Context: an optimization exercise on an open-source flow, tuned for small area. The choices shown serve that exercise and are no tape-out recipe.
The RTL was checked by simulation tests, not by an equivalence proof against the original design.

==> trial 65 <==
Design cnn_top, start of the top module:
module cnn_top (
    input clk,
    input rst_n,
    input mode_i,
    input mem_ram_dest_i,
    input [12:0] mem_ram_adr_i,
    input [4:0] mem_ram_adr_offset_i,
    input mem_ram_data_en_i,
    input [11:0] mem_ram_data_i,
    input ecg_ready_i,
    output ecg_predict_en_o,
    input signed [11:0] ecg_data_i,
    output [1:0] ecg_predict_label_o,
    output [23:0] ecg_predict_score_o
);
clock: 20.0 ns
lec_check: 0
abc_area: 1
cap_margin: 20
core_margin: 2
core_utilization: 55
cts_cluster_diameter: 90
cts_cluster_size: 28
place_density: 0.7
slew_margin: 20
run.sh (not shown) runs the stock make flow with config.mk's settings and CLKGATE_MAP_FILE= SYNTH_SCRIPT=/design/flow/synth_recipe.tcl, a recipe that flattens the netlist after the stock synthesis.
==> build 12: changes against trial 65 <==
--- a/flow/design.v
+++ b/flow/design.v
@@ -1428,64 +1428,67 @@
             fring[k*12 +: 12] <= mem_ram_data_i;
         else
             fring[k*12 +: 12] <= fring[((k+1)%4)*12 +: 12];
 end
 wire [11:0] fcw_now = fring[11:0];
 reg run, fcrun;             
 wire mac_free = ~run & ~fcrun;
-reg [11:0] dt [0:15];
+reg [11:0] dt [0:15];       
 reg [2:0]  dvc [0:3];       
 reg [3:0]  dcnt;            
 reg        dbusy;           
 reg [2:0]  des;             
-reg [11:0] sq [0:2];
+reg [11:0] sq [0:3];
 reg [1:0]  sq_wr, sq_rd;
-reg [1:0]  sq_n;
+reg [2:0]  sq_n;
 wire din_en = ecg_ready_i & ~mode_i;
-wire sq_pop = ~dbusy & (sq_n != 2'd0) & (ph[1:0] == 2'd3);    
-wire [1:0] dln = (des == 3'd4) ? 2'd3 : des[1:0];                
-wire deval = dbusy & mac_free & (ph[1:0] == dln);   
+wire sq_pop = ~dbusy & (sq_n != 3'd0);
+wire deval = dbusy & mac_free;          
 wire [11:0] dy;                         
 wire [3:0] dev;
 assign dev[0] = sq_pop;
 assign dev[1] = deval & (des == 3'd0);
 assign dev[2] = deval & (des == 3'd1);
 assign dev[3] = deval & (des == 3'd2);
 wire a_out_en = deval & (des == 3'd3);
 wire d_out_en = deval & (des == 3'd4);
 always @(posedge clk) begin
     if (din_en)
         sq[sq_wr] <= ecg_data_i;
-    for (k = 0; k < 16; k = k + 1)
-        dt[k] <= (k == 0 && dev != 4'd0) ? (dev[0] ? sq[sq_rd] : dy) :
-                 (k < 4 && dev != 4'd0) ? dt[k+3] : dt[(k+4)%16];
+    for (k = 0; k < 4; k = k + 1)
+        if (dev[k]) begin
+            dt[4*k+3] <= dt[4*k+2];
+            dt[4*k+2] <= dt[4*k+1];
+            dt[4*k+1] <= dt[4*k+0];
+            dt[4*k+0] <= (k == 0) ? sq[sq_rd] : dy;
+        end
 end
 always @(posedge clk or negedge rst_n) begin
     if (!rst_n) begin
         for (k = 0; k < 4; k = k + 1)
             dvc[k] <= 3'd0;
         dcnt  <= 4'b0010;
         dbusy <= 1'b0;
         des   <= 3'd0;
         sq_wr <= 2'd0;
         sq_rd <= 2'd0;
-        sq_n  <= 2'd0;
+        sq_n  <= 3'd0;
     end
     else begin
         for (k = 0; k < 4; k = k + 1)
             if (dev[k]) begin
                 dcnt[k] <= ~dcnt[k];
                 if (dvc[k] != 3'd4)
                     dvc[k] <= dvc[k] + 3'd1;
             end
         if (din_en)
-            sq_wr <= (sq_wr == 2'd2) ? 2'd0 : sq_wr + 2'd1;
+            sq_wr <= sq_wr + 2'd1;
         if (sq_pop)
-            sq_rd <= (sq_rd == 2'd2) ? 2'd0 : sq_rd + 2'd1;
-        sq_n <= sq_n + {1'b0, din_en} - {1'b0, sq_pop};
+            sq_rd <= sq_rd + 2'd1;
+        sq_n <= sq_n + {2'd0, din_en} - {2'd0, sq_pop};
         if (sq_pop) begin
             if (dcnt[0]) begin
                 dbusy <= 1'b1;
                 des   <= 3'd0;
             end
         end
         else if (deval) begin
@@ -1504,14 +1507,15 @@
 reg [10:0] f2 [0:3];        
 reg [10:0] f3 [0:3];
 reg [10:0] f4 [0:3];
 reg [11:0] r1 [0:7];        
 reg [10:0] r2 [0:15];       
 reg [10:0] r3 [0:15];
 reg [10:0] r4 [0:15];
+reg [1:0] kp1, kp2, kp3, kp4;   
 reg [3:0] pw;               
 reg pwin;                   
 reg [10:0] f5 [0:3];        
 reg [2:0] c1, c2, c3, c4;   
 reg [1:0] c5;               
 reg [1:0] pc1, pc2, pc3, pc4;
 reg pend, fc_out, u4b, pdone;
@@ -1564,40 +1568,48 @@
                     (ph == 7'd17) | (ph == 7'd21) | (ph == 7'd25) | (ph == 7'd30) | (ph == 7'd35) | (ph == 7'd39) |
                     (ph == 7'd42) | (ph == 7'd47));
 wire [11:0] bterm = fcrun ? (((ph[1:0] == 2'd1) | (ph[1:0] == 2'd2)) ? fcb_now : 12'd0) : (cbadd ? cbias : 12'd0);
 reg [11:0] xl [0:4];
 wire [11:0] fcx = ph[0] ? f5[3] : ((c5 == 2'd3) ? f5[2] : 12'd0);
 wire l4 = ~l1 & ~l2 & ~l3;
 reg [13:0] xs;
+wire [1:0] dline = (des == 3'd4) ? 2'd3 : des[1:0];
 always @(*) begin
     xs[0] = run & l1 & ~ph[0];
     xs[1] = run & l1 &  ph[0];
     for (k = 0; k < 4; k = k + 1) begin
         xs[2+k]  = run & l2 & (ph[1:0] == k);
         xs[6+k]  = run & l3 & (ph[1:0] == k);
         xs[10+k] = run & l4 & (ph[1:0] == k);
     end
 end
 reg [11:0] xq [0:3];
 reg [11:0] xe0;
 wire xr1 = run & l1, xr2 = run & l2, xr3 = run & l3, xr4 = run & l4;
 always @(*) begin
-    xe0 = (f1[0] & {12{xr1}}) | (f2[0] & {12{xr2}}) | (f3[0] & {12{xr3}}) | (f4[0] & {12{xr4}});
+    xe0 = 12'd0;
+    for (k = 0; k < 2; k = k + 1)
+        xe0 = xe0 | (f1[k] & {12{xs[k]}});
+    for (k = 0; k < 4; k = k + 1)
+        xe0 = xe0 | (f2[k] & {12{xs[2+k]}}) | (f3[k] & {12{xs[6+k]}}) | (f4[k] & {12{xs[10+k]}});
     for (e = 0; e < 4; e = e + 1)
         xq[e] = (r1[e] & {12{xr1}}) | (r2[e] & {12{xr2}}) | (r3[e] & {12{xr3}}) | (r4[e] & {12{xr4}});
 end
+wire [1:0] ksel = l1 ? kp1 : l2 ? kp2 : l3 ? kp3 : kp4;
+wire [1:0] rsel = ksel;
 wire [2:0] csel = l1 ? c1 : l2 ? c2 : l3 ? c3 : c4;
 always @(*) begin
     for (e = 0; e < 5; e = e + 1) begin
         if (e == 0)
             xl[e] = ((csel != 3'd0) ? xe0 : 12'd0) | (fcrun ? fcx : 12'd0);
         else
-            xl[e] = (e < csel) ? xq[e-1] : 12'd0;
-        if (e < 4)
-            xl[e] = xl[e] | (dt[e] & {12{deval & (e < dvc[dln])}});
+            xl[e] = (e < csel) ? xq[(rsel - e) & 3] : 12'd0;
+        for (k = 0; k < 4; k = k + 1)
+            if (e < 4)
+                xl[e] = xl[e] | (dt[4*k+e] & {12{deval & (dline == k) & (e < dvc[k])}});
     end
 end
 wire [11:0] w4 = fcrun ? fcw_now : wword[48 +: 12];
 wire dhp = (des == 3'd4);
 wire [11:0] mw0 = ~deval ? w4              : dhp ? -12'sd124 : -12'sd33;
 wire [11:0] mw1 = ~deval ? wword[36 +: 12] : dhp ?  12'sd214 :  12'sd57;
 wire [11:0] mw2 = ~deval ? wword[24 +: 12] : dhp ? -12'sd57  :  12'sd214;
@@ -1622,66 +1634,79 @@
 wire [1:0] uo = u1 ? (ph[2:1] - 2'd1) : u2 ? (ph[3:2] - 2'd3) : u3 ? (ph[3:2] - 2'd3) : {1'b0, u4b};
 wire [1:0] upc = u1 ? pc1 : u2 ? pc2 : u3 ? pc3 : pc4;
 wire ustart = (upc == 2'd2);
 reg [11:0] ucur;
 always @(*) begin
     ucur = u4b ? f5[3] : f5[0];
     for (k = 0; k < 4; k = k + 1) begin
-        if (u1 && ((uo - ph[1:0]) & 2'd3) == k) ucur = f2[k];
-        if (u2 && ((uo - ph[1:0]) & 2'd3) == k) ucur = f3[k];
-        if (u3 && ((uo - ph[1:0]) & 2'd3) == k) ucur = f4[k];
+        if (u1 && uo == k) ucur = f2[k];
+        if (u2 && uo == k) ucur = f3[k];
+        if (u3 && uo == k) ucur = f4[k];
     end
 end
 wire [11:0] umax = (ustart || gt12(relu, ucur)) ? relu : ucur;
 wire push1 = pwin & pw[0] & ~ph[1];         
 wire push2 = pwin & pw[1];
 wire push3 = pwin & pw[2];
 wire push4 = pwin & pw[3];
-wire [11:0] pv1 = f1[1];         
-wire [10:0] pv2 = f2[1];
-wire [10:0] pv3 = f3[1];
-wire [10:0] pv4 = f4[1];
-wire [1:0] uj = uo - ph[1:0] - 2'd1;
+wire [11:0] pv1 = f1[~ph[0]];
+wire [1:0] pch = ph[1:0] + 2'd1;
+wire [10:0] pv2 = f2[pch];
+wire [10:0] pv3 = f3[pch];
+wire [10:0] pv4 = f4[pch];
 always @(posedge clk) begin
     for (k = 0; k < 4; k = k + 1) begin
-        f2[k] <= (u1 && uj == k) ? umax : f2[(k+1)%4];
-        f3[k] <= (u2 && uj == k) ? umax : f3[(k+1)%4];
-        f4[k] <= (u3 && uj == k) ? umax : f4[(k+1)%4];
+        if (u1 && uo == k)
+            f2[k] <= umax;
+        if (u2 && uo == k)
+            f3[k] <= umax;
+        if (u3 && uo == k)
+            f4[k] <= umax;
     end
     if (u4a) begin
         if (ustart) begin
             f5[2] <= f5[1];
             f5[1] <= f5[0];
         end
         f5[0] <= umax;
     end
     if (u4b)
         f5[3] <= umax;
-    f1[0] <= ((a_out_en && ph[0]) || (d_out_en && !ph[0])) ? dy : f1[1];
-    f1[1] <= ((a_out_en && !ph[0]) || (d_out_en && ph[0])) ? dy : f1[0];
+    if (a_out_en)
+        f1[0] <= dy;
+    if (d_out_en)
+        f1[1] <= dy;
     for (k = 0; k < 8; k = k + 1)
-        r1[k] <= (k == 0 && push1) ? pv1 : (k < 4 && push1) ? r1[k+3] : r1[(k+4)%8];
+        r1[k] <= (k < 4 && push1 && kp1 == k) ? pv1 : r1[(k+4)%8];
     for (k = 0; k < 16; k = k + 1) begin
-        r2[k] <= (k == 0 && push2) ? pv2 : (k < 4 && push2) ? r2[k+3] : r2[(k+4)%16];
-        r3[k] <= (k == 0 && push3) ? pv3 : (k < 4 && push3) ? r3[k+3] : r3[(k+4)%16];
-        r4[k] <= (k == 0 && push4) ? pv4 : (k < 4 && push4) ? r4[k+3] : r4[(k+4)%16];
+        r2[k] <= (k < 4 && push2 && kp2 == k) ? pv2 : r2[(k+4)%16];
+        r3[k] <= (k < 4 && push3 && kp3 == k) ? pv3 : r3[(k+4)%16];
+        r4[k] <= (k < 4 && push4 && kp4 == k) ? pv4 : r4[(k+4)%16];
     end
 end
 always @(posedge clk or negedge rst_n) begin
     if (!rst_n) begin
         pw <= 4'd0;
         pwin <= 1'b0;
+        kp1 <= 2'd0;
+        kp2 <= 2'd0;
+        kp3 <= 2'd0;
+        kp4 <= 2'd0;
     end
     else begin
         if (run & (ph == NW-1)) begin
             pw <= {act4, act3, act2, 1'b1};
             pwin <= 1'b1;
         end
         else if (ph == 7'd3)
             pwin <= 1'b0;
+        if (push1 & (ph[1:0] == 2'd1)) kp1 <= kp1 + 2'd1;
+        if (push2 & (ph[1:0] == 2'd3)) kp2 <= kp2 + 2'd1;
+        if (push3 & (ph[1:0] == 2'd3)) kp3 <= kp3 + 2'd1;
+        if (push4 & (ph[1:0] == 2'd3)) kp4 <= kp4 + 2'd1;
     end
 end
 always @(posedge clk or negedge rst_n) begin
     if (!rst_n) begin
         c1 <= 3'd0; c2 <= 3'd0; c3 <= 3'd0; c4 <= 3'd0; c5 <= 2'd0;
     end
     else begin
==> flow/config.mk (replaced) <==
export PLATFORM = sky130hd
export DESIGN_NAME = cnn_top
export DESIGN_NICKNAME = cnn_top
export VERILOG_FILES = /design/flow/design.v
export SDC_FILE = /design/flow/constraint.sdc
export NUM_CORES = 4
export LEC_CHECK = 0
export ABC_AREA = 1
export CAP_MARGIN = 20
export CORE_MARGIN = 2
export CORE_UTILIZATION = 55
export CTS_CLUSTER_DIAMETER = 100
export CTS_CLUSTER_SIZE = 25
export PLACE_DENSITY = 0.7
export SLEW_MARGIN = 20
==> build 89: changes against trial 65 <==
--- a/flow/design.v
+++ b/flow/design.v
@@ -1428,40 +1428,43 @@
             fring[k*12 +: 12] <= mem_ram_data_i;
         else
             fring[k*12 +: 12] <= fring[((k+1)%4)*12 +: 12];
 end
 wire [11:0] fcw_now = fring[11:0];
 reg run, fcrun;             
 wire mac_free = ~run & ~fcrun;
-reg [11:0] dt [0:15];
+reg [11:0] dt [0:15];       
 reg [2:0]  dvc [0:3];       
 reg [3:0]  dcnt;            
 reg        dbusy;           
 reg [2:0]  des;             
 reg [11:0] sq [0:2];
 reg [1:0]  sq_wr, sq_rd;
 reg [1:0]  sq_n;
 wire din_en = ecg_ready_i & ~mode_i;
-wire sq_pop = ~dbusy & (sq_n != 2'd0) & (ph[1:0] == 2'd3);    
-wire [1:0] dln = (des == 3'd4) ? 2'd3 : des[1:0];                
-wire deval = dbusy & mac_free & (ph[1:0] == dln);   
+wire sq_pop = ~dbusy & (sq_n != 2'd0);
+wire deval = dbusy & mac_free;          
 wire [11:0] dy;                         
 wire [3:0] dev;
 assign dev[0] = sq_pop;
 assign dev[1] = deval & (des == 3'd0);
 assign dev[2] = deval & (des == 3'd1);
 assign dev[3] = deval & (des == 3'd2);
 wire a_out_en = deval & (des == 3'd3);
 wire d_out_en = deval & (des == 3'd4);
 always @(posedge clk) begin
     if (din_en)
         sq[sq_wr] <= ecg_data_i;
-    for (k = 0; k < 16; k = k + 1)
-        dt[k] <= (k == 0 && dev != 4'd0) ? (dev[0] ? sq[sq_rd] : dy) :
-                 (k < 4 && dev != 4'd0) ? dt[k+3] : dt[(k+4)%16];
+    for (k = 0; k < 4; k = k + 1)
+        if (dev[k]) begin
+            dt[4*k+3] <= dt[4*k+2];
+            dt[4*k+2] <= dt[4*k+1];
+            dt[4*k+1] <= dt[4*k+0];
+            dt[4*k+0] <= (k == 0) ? sq[sq_rd] : dy;
+        end
 end
 always @(posedge clk or negedge rst_n) begin
     if (!rst_n) begin
         for (k = 0; k < 4; k = k + 1)
             dvc[k] <= 3'd0;
         dcnt  <= 4'b0010;
         dbusy <= 1'b0;
@@ -1564,14 +1567,15 @@
                     (ph == 7'd17) | (ph == 7'd21) | (ph == 7'd25) | (ph == 7'd30) | (ph == 7'd35) | (ph == 7'd39) |
                     (ph == 7'd42) | (ph == 7'd47));
 wire [11:0] bterm = fcrun ? (((ph[1:0] == 2'd1) | (ph[1:0] == 2'd2)) ? fcb_now : 12'd0) : (cbadd ? cbias : 12'd0);
 reg [11:0] xl [0:4];
 wire [11:0] fcx = ph[0] ? f5[3] : ((c5 == 2'd3) ? f5[2] : 12'd0);
 wire l4 = ~l1 & ~l2 & ~l3;
 reg [13:0] xs;
+wire [1:0] dline = (des == 3'd4) ? 2'd3 : des[1:0];
 always @(*) begin
     xs[0] = run & l1 & ~ph[0];
     xs[1] = run & l1 &  ph[0];
     for (k = 0; k < 4; k = k + 1) begin
         xs[2+k]  = run & l2 & (ph[1:0] == k);
         xs[6+k]  = run & l3 & (ph[1:0] == k);
         xs[10+k] = run & l4 & (ph[1:0] == k);
@@ -1588,16 +1592,17 @@
 wire [2:0] csel = l1 ? c1 : l2 ? c2 : l3 ? c3 : c4;
 always @(*) begin
     for (e = 0; e < 5; e = e + 1) begin
         if (e == 0)
             xl[e] = ((csel != 3'd0) ? xe0 : 12'd0) | (fcrun ? fcx : 12'd0);
         else
             xl[e] = (e < csel) ? xq[e-1] : 12'd0;
-        if (e < 4)
-            xl[e] = xl[e] | (dt[e] & {12{deval & (e < dvc[dln])}});
+        for (k = 0; k < 4; k = k + 1)
+            if (e < 4)
+                xl[e] = xl[e] | (dt[4*k+e] & {12{deval & (dline == k) & (e < dvc[k])}});
     end
 end
 wire [11:0] w4 = fcrun ? fcw_now : wword[48 +: 12];
 wire dhp = (des == 3'd4);
 wire [11:0] mw0 = ~deval ? w4              : dhp ? -12'sd124 : -12'sd33;
 wire [11:0] mw1 = ~deval ? wword[36 +: 12] : dhp ?  12'sd214 :  12'sd57;
 wire [11:0] mw2 = ~deval ? wword[24 +: 12] : dhp ? -12'sd57  :  12'sd214;
==> qor summary <==
| quantity | build 89 | build 12 | trial 65 |
|---|---|---|---|
| Adder and majority gate portion of the synthesized area | 6.35% | 6.40% | 6.42% |
| Outcome | failed layout checks | complete, no violations | complete, no violations |
| Reasons for failing layout checks | antenna rules | - | - |
| Total number of vias | 85,000 | 90,100 | 82,800 |
| Cell area after technology mapping | 136,000 um^2 | 139,000 um^2 | 134,000 um^2 |
| Logic inverters | 908 | 893 | 863 |
| Top Usage Layer GRT | met1 | met2 | met2 |
| End point of the most critical hold path | ring[80]$_DFF_P_ | r2[7][1]$_DFF_P_ | ring[229]$_DFF_P_ |
| Fraction of the cycle the final worst path needs | 86.3% | 91.3% | 85.3% |
| Number of sinks driven by the clock tree | 4,265 | 4,286 | 4,265 |
| Maximum number of pins on one net before global-route repair | 90 | 86 | 96 |
| Fin nets | 13,100 | 13,300 | 12,900 |
| Synthesis-to-finish area growth | 6.18% | 6.58% | 6.09% |
| RR Startpoint | ph[3]$_DFF_PN0_ | ph[3]$_DFF_PN0_ | des[0]$_DFFE_PN0P_ |

-- afterwards: timing with drivers on the ports --
How much do the figures lean on ideal ports? The routed layouts below were timed once more, with nothing changed but the port constraints.
Step 1: set_driving_cell puts a clkbuf_16 on clk and a buf_2 on each other input, an assumption about the parent block.
Step 2 adds t to the input delays and takes it off the output delays; t is the mean of the earliest and latest rising clock arrival at the registers after step 1. Input paths then give back, and output paths get back, about the clock's delay inside the block.
a / b / c = ideal / step 1 / step 2; a / b = the first two.
run	shift t [ns]	slack for setup (ns)	worst register clock-pin slew, ns
trial 65	0.964	2.941 / 2.941 / 2.941	0.11 / 0.11
build 12	0.972	1.748 / 1.748 / 1.748	0.11 / 0.11
build 89	0.955	2.748 / 2.748 / 2.748	0.11 / 0.11
